What follows belongs to an exercise in optimizing a design on an open flow for small area and a short achievable clock period; a production flow would make more cautious choices.
Only simulation tests tie the RTL to the original design; equivalence was not proved.

==> design.v <==
module MULTI_32bit(clk, rst,A, B, F);
   input clk, rst;
   input [31:0]A;
   input [31:0]B;
   output [31:0]F;
   reg [31:0]F;
reg [62:0] P1;
reg [64:0] P2;
reg [31:0] P3;
wire [1:0]sign;
wire [49:0]mantissa;
assign sign = A[31]+B[31];
always @ ( posedge clk )
begin
	P1[0] <= (sign == 1'b1) ? 1'b1 : 1'b0;
	P1[31:1] <= A[30:0];
	P1[62:32] <= B[30:0];
	P2[0] <= P1[0];
	P2[48:1] <={1'b1, P1[23:1]} * {1'b1, P1[54:32]};
	P2[56:49] <= P1[31:24];
	P2[64:57] <= P1[62:55];
    P3[0] = P2[0];
    if(P2[48] == 1) begin
	   P3[23:1] = P2[47:25];
       P3[31:24] = P2[56:49] + P2[64:57] - 8'b01111111 + 8'h1;
	end
	else if(P2[47] == 1) begin
	   P3[23:1] = P2[46:24];
       P3[31:24] = P2[56:49] + P2[64:57] - 8'b01111111 ;
	end
	F[31] <= P3[0];
	F[30:0] <= P3[31:1];
end
endmodule
==> run.sh <==
#!/bin/bash
# synth_recipe.tcl (not shown) runs the flow's synth.tcl, then flattens the netlist and writes it again
# the make line also repeats each setting of config.mk as NAME=value (left out here)
make -C /OpenROAD-flow-scripts/flow DESIGN_CONFIG=/design/flow/config.mk WORK_HOME=/design/flow/orfs CLKGATE_MAP_FILE= SYNTH_SCRIPT=/design/flow/synth_recipe.tcl finish
==> config.mk <==
export PLATFORM = sky130hd
export DESIGN_NAME = MULTI_32bit
export DESIGN_NICKNAME = MULTI_32bit
export VERILOG_FILES = /design/flow/design.v
export SDC_FILE = /design/flow/constraint.sdc
export NUM_CORES = 4
export LEC_CHECK = 0
export ABC_CLOCK_PERIOD_IN_PS = 4500
export CAP_MARGIN = 20
export CORE_MARGIN = 2
export CORE_UTILIZATION = 40
export SETUP_SLACK_MARGIN = 2
export SLEW_MARGIN = 20
==> constraint.sdc <==
create_clock -name core_clock -period 7.0 [get_ports {clk}]
set_input_delay 1.4000 -clock core_clock [delete_from_list [all_inputs] [get_ports {clk}]]
set_output_delay 1.4000 -clock core_clock [all_outputs]
set_load 0.01 [all_outputs]
==> run notes <==
==> per-layer routing <==
| layer | wire [µm] | up-vias |
|---|---|---|
| met2 | 31680 | 489 |
| met5 | 0 | - |
| met4 | 1944 | 0 |
| li1 | - | 7309 |
| met1 | 26700 | 8511 |
| met3 | 3896 | 105 |
==> timing repair <==
action / in CTS / in global routing
buffers inserted: 29 / 68
pin swaps: 17 / 72
gates cloned: 2 / 5
resized for setup: 75 / 184
endpoints found under the setup margin: 25 / 25
endpoints found under the hold margin: 0 / 0
==> cells in the final DEF (no fill, tap or decap), drive strengths merged, types with 26 or more instances in the layout <==
cell type / instances
nor2: 66
a22o: 26
inv: 586
clkdlybuf4s50: 96
fa: 482
and2: 240
a21oi: 39
edfxtp: 31
dfxtp: 106
buf: 235
nand2: 282
clkbuf: 26
o21ai: 30
ha: 183
==> flip-flops by register name (all words and copies together), names as in the netlist <==
register,cells
F,1
P1,63
P2,42
P3,31
==> synthesized netlist by cell type (all sizes together), types with 3 or more instances <==
master	count
a22o	26
a31oi	5
o21ai	30
and3	4
nand3	13
nand2b	6
edfxtp	31
nand4	8
and2	240
nor3	8
clkinv	3
xor2	14
a21oi	39
a211oi	7
o21a	4
nor2	66
inv	581
nand2	282
clkbuf	94
nor2b	3
ha	183
a21o	16
a311oi	3
o21bai	3
o211ai	4
a41o	3
xnor2	23
fa	482
dfxtp	106
==> metrics by stage <==
stage | area (µm²) | cells | util | setup slack (ns)
floorplan | 22620 | 2307 | - | 0.9084
global placement | 24970 | 3150 | 0.4560 | 0.1036
detailed placement | 24970 | 3150 | 0.4560 | 0.07779
CTS | 26110 | 3213 | 0.4768 | 0.4360
global route | 27580 | 3286 | 0.5036 | 0.2030
finish | 27590 | 3288 | 0.5037 | 0.4085
==> worst max-delay path: cells and delay by family, from the launching register on <==
| kind | cells | cell delay, ns |
|---|---|---|
| adders and majority gates | 8 | 3.82 |
| buffers and inverters | 8 | 0.46 |
| DFF | 1 | 0.45 |
| xor gates and xnor gates | 1 | 0.17 |
| AOI/OAI and AO/OA | 7 | 1.35 |
| and+or+nand+nor | 2 | 0.20 |
==> kinds of logic after synthesis <==
logic type / count (synthesis)
AOI/OAI and AO/OA: 151
adders and majority gates: 665
and+or+nand+nor: 637
xor gates and xnor gates: 37
buffers and inverters: 679
DFF: 137
muxes: 1
==> final cells by class <==
class / instances / area (µm²)
diodes: 2 / 5.005
clock buffers: 21 / 470.5
clock inverters: 11 / 83.83
fillers: 4921 / 27180
inverters: 584 / 2235
multi-input cells: 1491 / 17270
flip-flops and latches: 137 / 3174
well taps: 704 / 880.8
repair buffers: 338 / 3468
==> worst max-delay path by stage <==
stage                     cells past startpoint    from  slack [ns]  endpoint
after detailed placement                     25   P1[9]        0.08    P2[46]
final                                        26  P1[14]        0.41    P2[34]
after global routing                         27  P1[14]        0.20    P2[41]
after floorplan                              26  P1[14]        0.91    P2[34]
after global placement                       26  P1[42]        0.10    P2[34]
after CTS                                    23  P1[22]        0.44    P2[38]
==> run notes <==
* Status: complete, no violations
* FFs w/ async S/R, synth at 0
* DR vias/cell at 4.992
* Post-layout minimum cycle time at 6.592 ns
* Rel. slew slack at 0.2903
* Post-synthesis sequential area ratio at 0.1385
* Wirelength per Cell at 19.53 µm
* Simple-gate share of the synthesized area at 0.1406
* Crit path kind: flop to flop
* Number of global-route vias before repair at 18370
* Hpwl dp at 48940 µm
* Ys flop type: dfxtp_1
* Hold_sp: P1[62]
* Number of flops mapped to enable cells by yosys at 31
* Worst r2r src: P1[14]
* Fin crit share at 0.9416
* Slowest-stage cell, CP: fa_2
* Die H at 238.7 µm
* Initial antenna violation count at 0
* Crit. End Element: flop
* Met3 Use GR at 0.04111
* Total Nets Final at 3300
* Least-Margin Pin Slew at 1.060 ns
* Hold crit path type: flop to flop
* Clock Latency Late Sink at 0.49 ns
* Max-cap check violation count at 0
* DRT Pass-1 Iters at 5
* Synth warnings at 1
* Final ANT Viol Nets at 0
* Type of origin of the critical path: flop
* Grt total ovfl at 0
* First-pass GRT wire length at 99750 µm
* Yosys reg bits at 137
* Reg-to-reg setup timing slack at 0.41 ns
* Final setup viols at 0
* Post-Synth XOR/XNOR Area at 0.01470
* Clk buf depth at 2
* Rows at 86
* Synth Area in Compound Gates at 0.04826
* Largest family of logic cells by synthesized area: adder cells
* Hold-fix buffers at CTS at 0
* Synthesized cell area at 22040 µm²
* CTS Sinks at 137
* Post-Synth Adder-Cell Area at 0.5417
* Routed wire length at 64210 µm
* Total Neg Setup Slack at 0 ns
* Busiest layer in global routing: met2
* CORE AREA at 54770 µm²
* Capturing point of the worst reg2reg path: P2[34]
* Total CTS buffers at 17
* DR vias at 16410
* Met2 usage in global routing at 0.3973
* Synthesized instance count at 2307
* Port Buf Inserts at 96
* Fmax at 0.1517 GHz
* # IOs at 98
* Layout area overhead at 25.18%
* CTS tree: built
* Worst Path Max Fanout at 5
* Drc violations at 0
* Synth cell types at 56
* Total GRT Usage at 0.2333
* Synth top area cells: fa_1 44%, ha_1 10%, inv_1 9.9%
* RSZ-0062 raised after global routing: true
* Maximum clock skew at final layout at 0.02898 ns
* Share of cells above drive strength 1 at 0.1828
* CP required at 7.36 ns
* Pins Over Slew Limit at 0
* Post-Syn Nets at 3038
* Largest net degree at the start of global routing at 34
* Iter 0 DRT Violations at 1074
* Leading area contributor after synthesis: fa_1
* Root buf cell: clkbuf_16
* Crit-path most repeated cell: fa_1
* Routability Congestion at 0.9058
* Total die area at 56990 µm²
* Top-area cell type share of the netlist area at 0.4378
* Post-synthesis mux area share at 0.0004542
* Mean Syn Cell Area at 9.553 µm²
* Worst r2r path cells at 26
* M1 GR Usage at 0.2952
* Clk slew on worst S/H paths at 0.06 ns
* Fin. Hold Viols at 0
* Die Wd at 238.7 µm
* Worst EP arrival at 6.95 ns
* CTS HTree Levels at 4
* Crit path largest cell delay at 0.53 ns
* Hold_ws at 0.3255 ns
* Hold EP: P2[64]
* Hold Crit Depth at 0
* Initial core utilization at 0.4024

[static timing again, ports no longer ideal]
The results above use ideal ports. As a check the final layout listed here was re-extracted and re-timed, cells and wires unchanged.
Step 1: set_driving_cell puts a clkbuf_16 on clk and a buf_2 on each other input, an assumption about the parent block.
Step 2 also shifts input and output timing later by t, the mid clock arrival at the registers, as if the neighbouring blocks saw the same clock.
Slacks: no drivers / after step 1 / after step 2; pairs: no drivers / after step 1.
t, ns: 0.533
slack for setup (ns): 0.408 / 0.408 / 0.408
worst setup path after step 2: register to register
slew at the worst register clock pin (ns): 0.09 / 0.09
worst slew at a driven data input, ns: 0.05
After both steps this run still meets setup and hold. For this run, drivers alone change the setup slack by 0.000 ns; drivers and shift together by 0.000 ns.
